Context: an optimization exercise on an open-source flow, tuned for small area. The choices shown serve that exercise and are no tape-out recipe. In this exercise RTL edits were held to simulation tests only and were not proved equivalent to the original. The clock input has no modelled driver; a real chip could not lean on it and would need a root buffer or a full tree. Power figures rest on the tool's default switching activity, not on a simulated workload.

==> flow/design.v <==
`timescale 1ns/10ps
module lab4(clk_50M,reset_n,write,write_control,write_address,write_data,write_complete,i2c_sda_o,i2c_sda_oe,i2c_scl);
	input clk_50M,reset_n,write;
	input [7:0] write_control;
	input [7:0] write_data;
	input [15:0] write_address;
	output write_complete;
	output i2c_scl;
	output i2c_sda_o;
	output i2c_sda_oe;
	reg write_d1;
	reg write_d2;
	reg busy;
	reg [11:0] cs;
	reg [1:0] q;
	reg [3:0] j;
	reg [1:0] g;
	wire idle = ~busy;
	wire tc = cs[11] & cs[10] & cs[9] & ~cs[8] & ~cs[7] & ~cs[5] & cs[4] & cs[2] & cs[1] & ~cs[0];
	wire load = idle | tc;
	wire adv = tc & q[1] & ~q[0];
	wire g3 = g[1] & ~g[0];
	wire tostop = j[3] & ~j[0] & g3;
	wire done = j[3] & j[0] & ~g[1] & ~g[0] & q[1] & q[0] & tc;
	always @(posedge clk_50M or negedge reset_n)
		if (!reset_n) begin
			write_d1 <= 1'b0;
			busy <= 1'b0;
		end else begin
			write_d1 <= write;
			busy <= busy ? ~done : (write_d1 & ~write_d2);
		end
	always @(posedge clk_50M)
		write_d2 <= write_d1;
	always @(posedge clk_50M) begin
		cs[11] <= ~(idle | (~tc & cs[10]));
		cs[10] <= ~(busy & (tc | cs[9]));
		cs[9] <= ~(~load & cs[8]);
		cs[8] <= ~(load | cs[7]);
		cs[7] <= ~(~load & cs[6]);
		cs[6] <= ~(load | cs[5]);
		cs[5] <= ~(~load & cs[4]);
		cs[4] <= ~(load | cs[3]);
		cs[3] <= ~(~load & cs[2]);
		cs[2] <= ~(load | cs[1]);
		cs[1] <= ~(~load & cs[0]);
		cs[0] <= busy & (tc ? q[0] : cs[11] ^ cs[0]);
		if (idle)
			q <= 2'b01;
		else if (tc)
			q <= {q[0], ~q[1]};
		if (idle) begin
			j <= 4'b1111;
			g <= 2'b10;
		end else if (adv) begin
			j[0] <= ~j[0] & (~j[3] | g3);
			j[1] <= (j[1] ^ j[0]) | tostop;
			j[2] <= (j[2] ^ (j[1] & j[0])) | tostop;
			j[3] <= (~j[3] & j[2] & j[1] & j[0]) | tostop;
			if (j[3])
				g <= {g[0], ~g[1]};
		end
	end
	wire [31:0] dv = {
		write_address[0], write_address[1], write_address[2], write_address[3],
		write_address[4], write_address[5], write_address[6], write_address[7],
		write_data[0], write_data[1], write_data[2], write_data[3],
		write_data[4], write_data[5], write_data[6], write_data[7],
		write_address[8], write_address[9], write_address[10], write_address[11],
		write_address[12], write_address[13], write_address[14], j[3],
		write_control[0], write_control[1], write_control[2], write_control[3],
		write_control[4], write_control[5], write_control[6], write_control[7]};
	wire [7:0] m1;
	wire [1:0] m2;
	genvar k;
	generate for (k = 0; k < 8; k = k + 1) begin : l1
		lab4_mux4 u (.s(j[1:0]), .d(dv[4*k+3:4*k]), .y(m1[k]));
	end endgenerate
	lab4_mux4 u20 (.s({g[0], j[2]}), .d(m1[3:0]), .y(m2[0]));
	lab4_mux4 u21 (.s({g[0], j[2]}), .d(m1[7:4]), .y(m2[1]));
	wire bit_v = g[1] ? m2[1] : m2[0];
	assign write_complete = idle;
	assign i2c_scl = idle | q[0];
	assign i2c_sda_o = idle | (~j[3] & bit_v);
	assign i2c_sda_oe = idle | ~j[3] | j[0] | (g3 & q[1] & ~q[0]);
endmodule
module lab4_mux4(s, d, y);
	input [1:0] s;
	input [3:0] d;
	output y;
	assign y = d[s];
endmodule
Settings: LEC_CHECK=0, CAP_MARGIN=20, CORE_AREA=2 2 68 68, DIE_AREA=0 0 70 70, PLACE_DENSITY=0.9, SLEW_MARGIN=20, SYNTH_HIERARCHICAL=1, SYNTH_MINIMUM_KEEP_SIZE=0; clock period 20.0 ns.
standard.sh (not shown) runs the stock make flow with config.mk's settings and CLKGATE_MAP_FILE= SYNTH_SCRIPT=/design/flow/synth_recipe.tcl, a recipe that flattens the netlist after the stock synthesis.
==> flow/flow/run.sh <==
#!/bin/bash
# Standard ORFS layout (standard.sh), with these changes:
#  - synthesis maps logic with an area-oriented ABC script (flow/abc_area.script)
#    in place of ORFS's abc_speed.script;
#  - port buffers are sky130_fd_sc_hd__buf_1;
#  - the clock tree is two clkbuf_4, each driving half of the registers
#    (flow/cts.tcl in place of ORFS's cts.tcl; everything else in it unchanged).
set -euo pipefail
D=$(pwd)
mkdir -p "$D/scripts"
for f in "$FLOW_HOME"/scripts/*; do ln -sf "$f" "$D/scripts/"; done
rm -f "$D/scripts/abc_speed.script" "$D/scripts/cts.tcl"
cp "$D/flow/abc_area.script" "$D/scripts/abc_speed.script"
cp "$D/flow/cts.tcl" "$D/scripts/cts.tcl"
export SCRIPTS_DIR="$D/scripts"
export BUFFER_PORTS_ARGS="-buffer_cell sky130_fd_sc_hd__buf_1"
export CLOCK_PORT_NAME=clk_50M
export CLOCK_BUFFER_CELL=sky130_fd_sc_hd__clkbuf_4
bash standard.sh finish > "$D/standard.log" 2>&1
Other scripts of this flow, unchanged in this note and not shown: flow/flow/abc_area.script, flow/flow/cts.tcl
Next try:
--- a/flow/design.v
+++ b/flow/design.v
@@ -10,12 +10,12 @@
 	output i2c_sda_oe;
 	reg write_d1;
 	reg write_d2;
-	reg busy;
+	reg idle;
 	reg [11:0] cs;
 	reg [1:0] q;
 	reg [3:0] j;
 	reg [1:0] g;
-	wire idle = ~busy;
+	wire busy = ~idle;
 	wire tc = cs[11] & cs[10] & cs[9] & ~cs[8] & ~cs[7] & ~cs[5] & cs[4] & cs[2] & cs[1] & ~cs[0];
 	wire load = idle | tc;
 	wire adv = tc & q[1] & ~q[0];
@@ -25,10 +25,10 @@
 	always @(posedge clk_50M or negedge reset_n)
 		if (!reset_n) begin
 			write_d1 <= 1'b0;
-			busy <= 1'b0;
+			idle <= 1'b1;
 		end else begin
 			write_d1 <= write;
-			busy <= busy ? ~done : (write_d1 & ~write_d2);
+			idle <= idle ? ~(write_d1 & ~write_d2) : done;
 		end
 	always @(posedge clk_50M)
 		write_d2 <= write_d1;
Effect:
- combinational power fell by 73%
- worst hold slack degrades by 21 ps
- critical path depth does not change
- via count rose by 0.35%
- total power fell by 34%
- routed wire length rose by 8.8%
- die area is unchanged
- cell count fell by 1.1%
- utilization stays flat
- global-route usage rose by 0.37 points
In every run of this note, the design's own scripts or RTL, not TritonCTS, make the clock network.

## afterwards: timing with drivers on the ports
In the flow no input, the clock included, has a driving cell. The finished layouts below were timed again as built, in two steps.
Step 1, drivers: a clkbuf_16 drives clk_50M and a buf_2 each remaining input, both assumed.
Step 2 moves the port delays by t, midway between the first and last clock arrival at a register: inputs arrive t later, outputs are due t later. That takes back most of the time a late clock gives input paths.
Slacks: no drivers / after step 1 / after step 2; pairs: no drivers / after step 1.
run	t, ns	slack for setup (ns)	worst hold slack (ns)	pins driven straight from the clock port
the first run	0.193	10.626 / 10.605 / 10.605	0.393 / 0.393 / 0.393	2
the second run	0.194	10.651 / 10.627 / 10.627	0.372 / 0.372 / 0.372	2
After both steps every run listed still meets setup and hold. The setup slack of the second run, which loses most, moves by -0.024 ns with the drivers and by -0.024 ns with both steps.
